What follows belongs to an exercise in optimizing a design on an open flow for a short achievable clock period and few clock cycles; a production flow would make more cautious choices.
The RTL was checked by simulation tests, not by an equivalence proof against the original design.

==> inputs of run C <==
Design sap1, start of the top module:
module sap1 (
  input        clk,
  input        sw8,     
  input        prog,    
  input        sw4,     
  input  [3:0] sw_mar,  
  input  [7:0] sw_dat,  
  output [7:0] oval,    
  output       out_valid,  
  output       hlt,     
  output [7:0] memval   
);
  function [15:0] dec4;
    input [3:0] v;
    integer j;
    begin
      for (j = 0; j < 16; j = j + 1) dec4[j] = (v == j);
    end
  endfunction
  function [30-1:0] wdec;
    input [7:0] v;
    reg [3:0] op;
    begin
      op = v[7:4];
      wdec = {dec4(v[3:0]), op == 4'd6, op == 4'd7, (op == 4'd7) | (op == 4'd8), op == 4'd1,
              (op == 4'd2) | (op == 4'd3), op == 4'd3, op == 4'd4, op == 4'd5, op == 4'd14,
              op == 4'd15, v[3:0]};
    end
  endfunction
  reg [7:0]   mem [0:15];
  reg [30-1:0] dw [0:15];   
  reg [4:0]   bs [0:15];     
  reg [33-1:0] bd [0:15];   
  reg [15:0]  pc;            
  reg [15:0]  pcw_n;         
  reg         rsv_q;         
  reg [15:0]  rs_q;          
  reg [15:0]  pred;          
  reg [7:0]   a;
  reg         cf, zf;
  reg [7:0]   oval_q;
  reg         outv_q;
  reg         hlt_q;
  reg [7:0]   memval_q;
  reg         mis_q;         
  reg [15:0]  alt_q;         
  reg [15:0]  wr_q, wr_qq, wr_qqq;   
  reg         pu_q, pf_q;    
  reg [15:0]  pa_q;          
  reg [15:0]  lda_q;         
  reg [7:0]   ldd_q;
  reg [15:0]  sd;            
  reg [31:0]  pw;            
  reg [15:0]  pwm;           
  reg         bv1;
  ...
Settings: LEC_CHECK=0, ABC_CLOCK_PERIOD_IN_PS=2000, CAP_MARGIN=25, CORE_MARGIN=2, CORE_UTILIZATION=30, SETUP_SLACK_MARGIN=3.0, SLEW_MARGIN=20; clock period 5.5 ns.
run.sh (not shown) runs the stock make flow with config.mk's settings and CLKGATE_MAP_FILE= SYNTH_SCRIPT=/design/flow/synth_recipe.tcl, a recipe that flattens the netlist after the stock synthesis.
==> run D: changes against run C <==
--- a/flow/design.v
+++ b/flow/design.v
@@ -37,17 +37,17 @@
   wire [2:0] isq = {t1, t0 & ~t1, ~t0};
   wire [2:0] jp = isq & {~ishlt[1] & ~later[1], ~ishlt[0] & ~later[0], 1'b1};
   assign d = {jp, t1, t0};
 endmodule
 module sap1_bd #(parameter I = 0) (
   input  [4*30-1:0] w,     
   input  [3:0]  pr,         
   input  [4:0]  s,          
-  output [33-1:0] d
+  output [49-1:0] d
 );
   function [15:0] oh;
     input integer v;
     begin
       oh = 16'd1 << (v % 16);
     end
   endfunction
   wire [3:0]  nf  [0:3];
@@ -88,17 +88,19 @@
           nxt = (isjmp[m] | (isc[m] & pr[m])) ? tg[m] : (isc[m] & isjmp[m+1]) ? tg[m+1] : oh(I + m + 1);
         else
           nxt = oh(I + m);
         use4 = (4'b1111 >> (4 - m)) | ((jp[m] ? 4'd1 : 4'd0) << m)
              | (((jp[m] & isc[m] & ~pr[m]) ? 4'd1 : 4'd0) << (m + 1));
       end
     end
   end
-  assign d = {nxt, t1, t0, use4, c_en, c_jc, c_pred, c_alt, c_addr};
+  wire [15:0] used = (use4[0] ? oh(I) : 16'd0) | (use4[1] ? oh(I+1) : 16'd0)
+                   | (use4[2] ? oh(I+2) : 16'd0) | (use4[3] ? oh(I+3) : 16'd0);
+  assign d = {used, nxt, t1, t0, use4, c_en, c_jc, c_pred, c_alt, c_addr};
 endmodule
 module sap1_add8 (
   input  [7:0] x,
   input  [7:0] y,
   input        ci,
   output [7:0] s,
   output       co,
   output       z
@@ -130,19 +132,19 @@
   wire [8:0] c = {g3, ci};
   assign s  = p ^ c[7:0];
   assign co = c[8];
   wire [7:0] need = {x[6:0] | y[6:0], ci};
   assign z = ~|(p ^ need);
 endmodule
 module sap1_f (
   input  [15:0]     s,
-  input  [33-1:0]  d,       
+  input  [49-1:0]  d,       
   input  [2*30-1:0] w,     
-  output [177-1:0]  b
+  output [193-1:0]  b
 );
   function [15:0] dec4;
     input [3:0] v;
     integer j;
     begin
       for (j = 0; j < 16; j = j + 1) dec4[j] = (v == j);
     end
   endfunction
@@ -167,21 +169,21 @@
       assign isalu[k] = alu;
       assign isld[k] = lda | ldi;
       assign tt[k] = t;
       assign sta[k] = st;
       assign stw[k] = st ? t : 16'd0;
       assign sl[k] = {stw[k], (lda | alu) ? t : 16'd0, nf, 14'd0, lda, ldi, alu, st, out, hl};
     end
   endgenerate
-  assign b = {isalu[0] ? tt[0] : isalu[1] ? tt[1] : 16'd0, isalu[1] & isld[0],
+  assign b = {d[48:33], isalu[0] ? tt[0] : isalu[1] ? tt[1] : 16'd0, isalu[1] & isld[0],
               s, d[14:11], |sub, d[10:0], stw[0] | stw[1], sl[1], sl[0]};
 endmodule
 module sap1_e1 (
-  input  [177-1:0] b,
+  input  [193-1:0] b,
   input  [127:0]   memf,      
   input            ev,        
   input  [31:0]    ews,       
   input  [7:0]     esrc,      
   input  [3:0]     efin,      
   input  [31:0]    pws,       
   output [23:0]    rd,        
   output [17:0]    rsel,      
@@ -232,18 +234,17 @@
   endgenerate
   assign alu = |isalu;
   assign out = |iso;
   assign hlt = |ish;
   assign fsel = {alu & c_jc, alu & ~c_jc, ~alu & c_jc, ~alu & ~c_jc};
   wire [15:0] r1 = {start[14:0], start[15]};
   wire [15:0] r2 = {r1[14:0], r1[15]};
   wire [15:0] r3 = {r2[14:0], r2[15]};
-  assign used = (u4[0] ? start : 16'd0) | (u4[1] ? r1 : 16'd0) | (u4[2] ? r2 : 16'd0)
-              | (u4[3] ? r3 : 16'd0);
+  assign used = b[192:177];
   wire [3:0] sv [0:2];
   assign sv[0] = 4'b0001;
   generate
     for (k = 0; k < 2; k = k + 1) begin : sr
       assign sv[k+1] = isalu[k] ? 4'b1000 : (lda[k] | ldi[k]) ? (4'b0010 << k) : sv[k];
     end
   endgenerate
   assign src  = {sv[1], sv[0]};
@@ -315,20 +316,22 @@
       wdec = {dec4(v[3:0]), op == 4'd6, op == 4'd7, (op == 4'd7) | (op == 4'd8), op == 4'd1,
               (op == 4'd2) | (op == 4'd3), op == 4'd3, op == 4'd4, op == 4'd5, op == 4'd14,
               op == 4'd15, v[3:0]};
     end
   endfunction
   reg [7:0]   mem [0:15];
   reg [30-1:0] dw [0:15];   
   reg [4:0]   bs [0:15];     
-  reg [33-1:0] bd [0:15];   
+  reg [49-1:0] bd [0:15];   
   reg [15:0]  pc;            
   reg [15:0]  pcw_n;         
   reg         rsv_q;         
+  reg         rst_q;         
+  reg [49-1:0] bd0_q;       
   reg [15:0]  rs_q;          
   reg [15:0]  pred;          
   reg [7:0]   a;
   reg         cf, zf;
   reg [7:0]   oval_q;
   reg         outv_q;
   reg         hlt_q;
   reg [7:0]   memval_q;
@@ -338,17 +341,17 @@
   reg         pu_q, pf_q;    
   reg [15:0]  pa_q;          
   reg [15:0]  lda_q;         
   reg [7:0]   ldd_q;
   reg [15:0]  sd;            
   reg [31:0]  pw;            
   reg [15:0]  pwm;           
   reg         bv1;
-  reg [177-1:0] b1;
+  reg [193-1:0] b1;
   reg         bv2;
   reg [15:0]  rr;            
   reg [7:0]   px, py;        
   reg [7:0]   e_src;
   reg [3:0]   e_fin, e_osel;
   reg [31:0]  e_ws;
   reg [15:0]  e_wm;
   reg [3:0]   fsel;
@@ -367,17 +370,17 @@
   always @* begin
     for (i = 0; i < 16; i = i + 1) begin
       wv[i] = ({8{pw[2*i]}} & sd[7:0]) | ({8{pw[2*i+1]}} & sd[15:8]);
       if (lda_q[i]) wv[i] = ldd_q;
     end
   end
   generate
     for (gi = 0; gi < 16; gi = gi + 1) begin : dg
-      wire [33-1:0] d;
+      wire [49-1:0] d;
       wire [4:0] ds;
       sap1_bd1 #(.I(gi)) u1 (
         .w({dw[(gi+3)%16], dw[(gi+2)%16], dw[(gi+1)%16], dw[gi]}),
         .d(ds));
       sap1_bd #(.I(gi)) u (
         .w({dw[(gi+3)%16], dw[(gi+2)%16], dw[(gi+1)%16], dw[gi]}),
         .pr({pred[(gi+3)%16], pred[(gi+2)%16], pred[(gi+1)%16], pred[gi]}),
         .s(bs[gi]), .d(d));
@@ -416,16 +419,38 @@
   wire [15:0] n_wm, n_alt, n_caddr, n_used;
   wire [3:0]  n_fsel;
   wire        n_sub, n_alu, n_out, n_hlt, n_c_en, n_c_pred;
   sap1_e1 e1n (.b(b1), .memf(memq), .ev(run2f), .ews(e_ws), .esrc(e_src), .efin(e_fin), .pws(pw),
     .rd(n_rd), .rsel(n_rsel), .xsel(n_xsel), .ysel(n_ysel), .src(n_src), .fin(n_fin),
     .osel(n_osel), .ws(n_ws), .wm(n_wm), .fsel(n_fsel), .alt(n_alt), .caddr(n_caddr),
     .used(n_used), .sub(n_sub), .alu(n_alu), .out(n_out), .hlt(n_hlt), .c_en(n_c_en),
     .c_pred(n_c_pred));
+  wire [127:0] memf_ld;
+  generate
+    for (gi = 0; gi < 16; gi = gi + 1) begin : ml
+      assign memf_ld[8*gi +: 8] = lda_q[gi] ? ldd_q : mem[gi];
+    end
+  endgenerate
+  wire [23:0] r_rd;
+  wire [17:0] r_rsel;
+  wire [8:0]  r_xsel, r_ysel;
+  wire [7:0]  r_src;
+  wire [3:0]  r_fin, r_osel;
+  wire [31:0] r_ws;
+  wire [15:0] r_wm, r_alt, r_caddr, r_used;
+  wire [3:0]  r_fsel;
+  wire        r_sub, r_alu, r_out, r_hlt, r_c_en, r_c_pred;
+  sap1_e1 e1r (.b(rb), .memf(memf_ld), .ev(1'b0), .ews(32'd0), .esrc(8'd0), .efin(4'd0), .pws(32'd0),
+    .rd(r_rd), .rsel(r_rsel), .xsel(r_xsel), .ysel(r_ysel), .src(r_src), .fin(r_fin),
+    .osel(r_osel), .ws(r_ws), .wm(r_wm), .fsel(r_fsel), .alt(r_alt), .caddr(r_caddr),
+    .used(r_used), .sub(r_sub), .alu(r_alu), .out(r_out), .hlt(r_hlt), .c_en(r_c_en),
+    .c_pred(r_c_pred));
+  wire stale0 = loadw | |((wr_qqq | wr_qq | wr_q | lda_q) & bd0_q[48:33]);
+  wire fast = rst_q & ~stale0;
   wire stale1 = bv1 & ~mis_q & |((wr_qqq | wr_qq | wr_q | lda_q | pwm | (run2f ? e_wm : 16'd0)) & n_used);
   function [7:0] pick9;
     input [8:0]  s;
     input [31:0] v;
     input [15:0] p;
     input [23:0] r;
     integer q;
     begin
@@ -433,54 +458,58 @@
       for (q = 0; q < 4; q = q + 1) pick9 = pick9 | ({8{s[q]}} & v[8*q +: 8]);
       for (q = 0; q < 2; q = q + 1) pick9 = pick9 | ({8{s[4+q]}} & p[8*q +: 8]);
       for (q = 0; q < 3; q = q + 1) pick9 = pick9 | ({8{s[6+q]}} & r[8*q +: 8]);
     end
   endfunction
   wire [15:0] n_rr = {pick9(n_rsel[9 +: 9], vals, sd, n_rd), pick9(n_rsel[0 +: 9], vals, sd, n_rd)};
   wire [7:0]  n_px = pick9(n_xsel, vals, sd, n_rd);
   wire [7:0]  n_py = pick9(n_ysel, vals, sd, n_rd) ^ {8{n_sub}};
-  reg  [33-1:0] fd, ad;
+  wire [15:0] r_rr = {pick9(r_rsel[9 +: 9], 32'd0, 16'd0, r_rd), pick9(r_rsel[0 +: 9], 32'd0, 16'd0, r_rd)};
+  wire [7:0]  r_px = pick9(r_xsel, 32'd0, 16'd0, r_rd);
+  wire [7:0]  r_py = pick9(r_ysel, 32'd0, 16'd0, r_rd) ^ {8{r_sub}};
+  reg  [49-1:0] fd, ad;
   reg  [2*30-1:0] fw, aw;
   always @* begin
-    fd = {33{1'b0}};
+    fd = {49{1'b0}};
     fw = {2*30{1'b0}};
-    ad = {33{1'b0}};
+    ad = {49{1'b0}};
     aw = {2*30{1'b0}};
     for (i = 0; i < 16; i = i + 1) begin
-      fd = fd | ({33{pc[i]}} & bd[i]);
+      fd = fd | ({49{pc[i]}} & bd[i]);
       fw = fw | ({2*30{~pcw_n[i]}} & {dw[(i+1)%16], dw[i]});
-      ad = ad | ({33{alt_q[i]}} & bd[i]);
+      ad = ad | ({49{alt_q[i]}} & bd[i]);
       aw = aw | ({2*30{alt_q[i]}} & {dw[(i+1)%16], dw[i]});
     end
   end
-  wire [177-1:0] fb, ab, rb;
+  wire [193-1:0] fb, ab, rb;
   sap1_f fn (.s(pc), .d(fd), .w(fw), .b(fb));
   sap1_f fa (.s(alt_q), .d(ad), .w(aw), .b(ab));
-  sap1_f f0 (.s(16'd1), .d(bd[0]), .w({dw[1], dw[0]}), .b(rb));
+  sap1_f f0 (.s(16'd1), .d(bd0_q), .w({dw[1], dw[0]}), .b(rb));
   always @(posedge clk) begin
     memval_q <= mem[sw_mar];
     if (lda_q[sw_mar] | (pw[2*sw_mar +: 2] != 2'd0)) memval_q <= wv[sw_mar];
     lda_q <= loadw ? dec4(sw_mar) : 16'd0;
     ldd_q <= sw_dat;
     wr_q  <= lda_q | pwm;
     wr_qq <= wr_q;
     wr_qqq <= wr_qq;
-    for (i = 0; i < 16; i = i + 1)
-      if (lda_q[i] | pwm[i]) begin
-        mem[i] <= wv[i];
-        dw[i]  <= wdec(wv[i]);
-      end
+    for (i = 0; i < 16; i = i + 1) begin
+      if (lda_q[i] | pwm[i]) mem[i] <= wv[i];
+      dw[i] <= wdec((lda_q[i] | pwm[i]) ? wv[i] : mem[i]);
+    end
     if (pu_q) pred <= (pred & ~pa_q) | (pa_q & {16{pf_q}});
     if (sw8) pred <= 16'd0;
     pu_q <= run2 & e_c_en;
     pf_q <= flag;
     pa_q <= e_caddr;
     mis_q <= ~sw8 & mis;
-    alt_q <= e_alt;
+    alt_q <= sw8 ? bd[0][32:17] : e_alt;
+    bd0_q <= bd[0];
+    rst_q <= sw8;
     sd <= sd_n;
     pw <= run2 ? e_ws : 32'd0;
     pwm <= run2 ? e_wm : 16'd0;
   end
   always @(posedge clk) begin
     if (sw8) begin
       a <= 8'd0; cf <= 1'b0; zf <= 1'b0;
       oval_q <= 8'd0; outv_q <= 1'b0; hlt_q <= 1'b0;
@@ -490,35 +519,40 @@
         a <= a_n;
         if (e_alu) begin cf <= cf_n; zf <= zf_n; end
         if (e_out) oval_q <= ov;
         if (e_hlt) hlt_q <= 1'b1;
       end
     end
   end
   always @(posedge clk) begin
-    rs_q <= b1[159:144];
+    rs_q <= sw8 ? 16'd1 : b1[159:144];
     if (sw8) begin
-      bv2 <= 1'b0;
-      bv1 <= 1'b1;
-      rsv_q <= 1'b0;
-      pc  <= bd[0][32:17];
-      pcw_n <= ~bd[0][32:17];
-      b1  <= rb;
+      bv2 <= fast;
+      bv1 <= fast;
+      rsv_q <= ~fast;
     end else begin
       bv2 <= bv1 & ~mis_q & ~stale1;
       bv1 <= mis_q | (~stale1 & ~rsv_q);
       rsv_q <= stale1;
-      pc  <= mis_q ? ad[32:17] : rsv_q ? rs_q : fd[32:17];
-      pcw_n <= ~(mis_q ? ad[32:17] : rsv_q ? rs_q : fd[32:17]);
-      b1  <= mis_q ? ab : fb;
-    end
-    rr <= n_rr; px <= n_px; py <= n_py;
-    e_src <= n_src; e_fin <= n_fin; e_osel <= n_osel; e_ws <= n_ws; e_wm <= n_wm; fsel <= n_fsel;
-    e_alt <= n_alt; e_caddr <= n_caddr;
-    e_sub <= n_sub; e_alu <= n_alu; e_out <= n_out; e_hlt <= n_hlt;
-    e_c_en <= n_c_en; e_c_pred <= n_c_pred;
+    end
+    pc  <= (mis_q | sw8) ? ad[32:17] : rsv_q ? rs_q : fd[32:17];
+    pcw_n <= ~((mis_q | sw8) ? ad[32:17] : rsv_q ? rs_q : fd[32:17]);
+    b1  <= (mis_q | sw8) ? ab : fb;
+    if (sw8) begin
+      rr <= r_rr; px <= r_px; py <= r_py;
+      e_src <= r_src; e_fin <= r_fin; e_osel <= r_osel; e_ws <= r_ws; e_wm <= r_wm; fsel <= r_fsel;
+      e_alt <= r_alt; e_caddr <= r_caddr;
+      e_sub <= r_sub; e_alu <= r_alu; e_out <= r_out; e_hlt <= r_hlt;
+      e_c_en <= r_c_en; e_c_pred <= r_c_pred;
+    end else begin
+      rr <= n_rr; px <= n_px; py <= n_py;
+      e_src <= n_src; e_fin <= n_fin; e_osel <= n_osel; e_ws <= n_ws; e_wm <= n_wm; fsel <= n_fsel;
+      e_alt <= n_alt; e_caddr <= n_caddr;
+      e_sub <= n_sub; e_alu <= n_alu; e_out <= n_out; e_hlt <= n_hlt;
+      e_c_en <= n_c_en; e_c_pred <= n_c_pred;
+    end
   end
   assign oval = oval_q;
   assign out_valid = outv_q;
   assign hlt = hlt_q;
   assign memval = memval_q;
 endmodule
Settings changed: CAP_MARGIN 25 to 40, GPL_ROUTABILITY_DRIVEN from default to 0, SLEW_MARGIN 20 to 30.
==> notes <==
Run D never finished: it broke off in global routing (5_1_grt) on GRT-0232. Run C ran to the end with no violations. Between run D and run C, the lower synthesized cell count is in run C (gap about 8%, measured against run C). In run D the synthesized area is higher than in run C, by 0.35%.
==> figures <==
| item | run D | run C |
|---|---|---|
| Run status | stopped before the end | no timing/DRC/antenna violations |
| Failing step | global routing (5_1_grt) | - |
| Die Wd | 541 um | 540 um |
| Post-synthesis simple-gate area fraction | 16.2% | 16.8% |
| Number of distinct library cells after synthesis | 91 | 79 |
| Placed Cells incl. Taps | 13900 | 13100 |
| Number of post-CTS setup repair buffers | 112 | 334 |
| Count of flip-flops with a built-in enable after synthesis | 0 | 544 |
| Xor/xnor share of the synthesized area | 0.729% | 0.833% |
| Instance count of the mapped netlist | 10500 | 9713 |
| Synthesized area | 0.0866 sq mm | 0.0863 sq mm |
| Arithmetic-cell share of the synthesized area counting full adders, half adders and majority gates | 0.249% | 0.250% |
| Starting utilization of the core area | 30.1% | 30.2% |
| Longest Clk Path Bufs | 3 | 4 |
| #FFs+latches synth | 1706 | 1678 |
| Compound-Gate Fraction of Synth Area | 32.6% | 30.4% |
| Sequential element share of the synthesized area | 39.5% | 45.3% |
| Fraction of synthesized cell area taken by the top area cell type | 39.5% | 26.3% |
| Post-detailed-placement cell area | 0.0925 sq mm | 0.0923 sq mm |
| Post-Place Setup Slack | 1.37 ns | 0.944 ns |
| Number of cells upsized or downsized after cts | 532 | 805 |
| HPWL after detailed placement | 456000 um | 521000 um |
| Vertical die dimension | 541 um | 540 um |
| Num rows | 197 | 196 |
Testbench counts of run C, summed over its fixed seeds: cycles 8,794.
Testbench counts of run D, summed over its fixed seeds: cycles 8,666.

==> afterwards: timing with drivers on the ports <==
Ports are ideal in the flow. The routed layout listed here was re-timed in OpenROAD.
Step 1 assumes that a clkbuf_16 drives the clock port and a buf_2 every other input.
Step 2 also shifts input and output timing later by t, the mid clock arrival at the registers, as if the neighbouring blocks saw the same clock.
Three values: ideal, step 1, step 2; two values: the first two.
run: run C
t, ns: 1.044
setup slack, ns: 2.693 / 2.693 / 1.933
slew at the worst register clock pin (ns): 0.07 / 0.07
After both steps run C still meets setup and hold. The setup slack of run C moves by 0.000 ns with the drivers and by -0.760 ns with both steps.
